Source: an optimization exercise on an open RTL-to-GDS flow (aim: small area). Production flows keep margins and buffers that such runs may drop.

Design acdma_top, start of the top module:
module acdma_top (
  input  logic         clk,
  input  logic         rst,
  input  logic [127:0] data_in,
  output logic [127:0] decoded_out
);
  logic [15:1] chip;
  wire  [15:0] chipx = {chip, 1'b0};
  wire  [3:0]  ph = ~{chip[8], chip[4], chip[2], chip[1]};
  wire  [3:0]  nn = ~(ph + 4'h1);
  always_ff @(posedge clk) begin
    if (rst) chip <= 15'd0;
    else begin
      chip[1] <= nn[0];
      chip[2] <= nn[1];
      chip[3] <= nn[0] ^ nn[1];
      chip[4] <= nn[2];
      chip[5] <= nn[0] ^ nn[2];
      chip[6] <= nn[1] ^ nn[2];
      chip[7] <= nn[0] ^ nn[1] ^ nn[2];
      chip[8] <= nn[3];
      chip[9] <= nn[0] ^ nn[3];
      chip[10] <= nn[1] ^ nn[3];
      chip[11] <= nn[0] ^ nn[1] ^ nn[3];
      chip[12] <= nn[2] ^ nn[3];
      chip[13] <= nn[0] ^ nn[2] ^ nn[3];
      chip[14] <= nn[1] ^ nn[2] ^ nn[3];
      chip[15] <= nn[0] ^ nn[1] ^ nn[2] ^ nn[3];
    end
  end
  logic [127:0] w;
  assign w[7:0] = {~(data_in[7] ^ chipx[0]), data_in[6:0] ^ {7{chipx[0]}}};
  assign w[15:8] = {~(data_in[15] ^ chipx[1]), data_in[14:8] ^ {7{chipx[1]}}};
  assign w[23:16] = {~(data_in[23] ^ chipx[2]), data_in[22:16] ^ {7{chipx[2]}}};
  assign w[31:24] = {~(data_in[31] ^ chipx[3]), data_in[30:24] ^ {7{chipx[3]}}};
  assign w[39:32] = {~(data_in[39] ^ chipx[4]), data_in[38:32] ^ {7{chipx[4]}}};
  assign w[47:40] = {~(data_in[47] ^ chipx[5]), data_in[46:40] ^ {7{chipx[5]}}};
  assign w[55:48] = {~(data_in[55] ^ chipx[6]), data_in[54:48] ^ {7{chipx[6]}}};
  ...
Size in the first run: about 1,200 cells after synthesis, ~300 flip-flops, about 260 I/O pins, about 15,000 µm² of cells after synthesis.
export LEC_CHECK = 0
export CAP_MARGIN = 20
export CORE_MARGIN = 2
export CORE_UTILIZATION = 40
export PLACE_DENSITY = 0.6
export SLEW_MARGIN = 20
export SYNTH_HIERARCHICAL = 1
export SYNTH_MINIMUM_KEEP_SIZE = 0
create_clock -name core_clock -period 4.0 [get_ports {clk}]
standard.sh (not shown) runs the stock make flow with config.mk's settings and CLKGATE_MAP_FILE= SYNTH_SCRIPT=/design/flow/synth_recipe.tcl, a recipe that flattens the netlist after the stock synthesis.
==> flow/flow/run.sh <==
#!/bin/bash
# The standard layout, with the smallest buffer on every input and output port
# instead of the flow's default choice, and clock tree synthesis without dummy
# loads and with smaller clock buffers.  make's output goes to flow_make.log.
set -euo pipefail
export BUFFER_PORTS_ARGS="-buffer_cell sky130_fd_sc_hd__buf_1"
export CTS_ARGS="-sink_clustering_enable -repair_clock_nets -dont_use_dummy_load -buf_list {sky130_fd_sc_hd__clkbuf_2 sky130_fd_sc_hd__clkbuf_4 sky130_fd_sc_hd__clkbuf_8}"
bash standard.sh > flow_make.log 2>&1
==> next run, changes <==
--- a/flow/flow/run.sh
+++ b/flow/flow/run.sh
@@ -5,4 +5,4 @@
 set -euo pipefail
 export BUFFER_PORTS_ARGS="-buffer_cell sky130_fd_sc_hd__buf_1"
-export CTS_ARGS="-sink_clustering_enable -repair_clock_nets -dont_use_dummy_load -buf_list {sky130_fd_sc_hd__clkbuf_2 sky130_fd_sc_hd__clkbuf_4 sky130_fd_sc_hd__clkbuf_8}"
+export CTS_ARGS="-sink_clustering_enable -repair_clock_nets -dont_use_dummy_load -buf_list {sky130_fd_sc_hd__clkbuf_4 sky130_fd_sc_hd__clkbuf_8}"
 bash standard.sh > flow_make.log 2>&1
Outcome:
- register-to-register slack barely changes
- maximum frequency stays the same
- synthesized cell count does not change
- design area does not change
- wire length does not change
==> next run, changes <==
--- a/flow/flow/run.sh
+++ b/flow/flow/run.sh
@@ -5,4 +5,4 @@
 set -euo pipefail
 export BUFFER_PORTS_ARGS="-buffer_cell sky130_fd_sc_hd__buf_1"
-export CTS_ARGS="-sink_clustering_enable -repair_clock_nets -dont_use_dummy_load -buf_list {sky130_fd_sc_hd__clkbuf_4 sky130_fd_sc_hd__clkbuf_8}"
+export CTS_ARGS="-sink_clustering_enable -repair_clock_nets -dont_use_dummy_load -buf_list {sky130_fd_sc_hd__clkbuf_8 sky130_fd_sc_hd__clkbuf_16} -sink_clustering_size 30 -sink_clustering_max_diameter 100"
 bash standard.sh > flow_make.log 2>&1
After rerunning: The new run produced a clean layout; die area is unchanged; utilization came out lower by 0.85 points; global-route usage drops by 0.40 points.
No run of this note included a check of the RTL's function; only the layout flow was run.

re-timing with driven ports:
The flow's constraints put no driver on any port. The routed layouts listed below were extracted and timed again, unchanged, in two steps.
Step 1 assumes that a clkbuf_16 drives the clock port and a buf_2 every other input.
Step 2 adds t to the input delays and takes it off the output delays; t is the mean of the earliest and latest rising clock arrival at the registers after step 1. Input paths then give back, and output paths get back, about the clock's delay inside the block.
a / b / c = ideal / step 1 / step 2; a / b = the first two.
run	shift t [ns]	slack for setup (ns)	hold WS [ns]	clock arrival spread, ns	worst register clock-pin slew, ns
the first run	0.573	0.115 / 0.115 / 0.115	0.312 / 0.312 / 0.312	0.060 / 0.060	0.06 / 0.06
the second run	0.573	0.115 / 0.115 / 0.115	0.312 / 0.312 / 0.312	0.060 / 0.060	0.06 / 0.06
the third run	0.522	0.097 / 0.097 / 0.097	0.299 / 0.299 / 0.299	0.045 / 0.044	0.11 / 0.11
After both steps setup and hold are still met in every run listed.
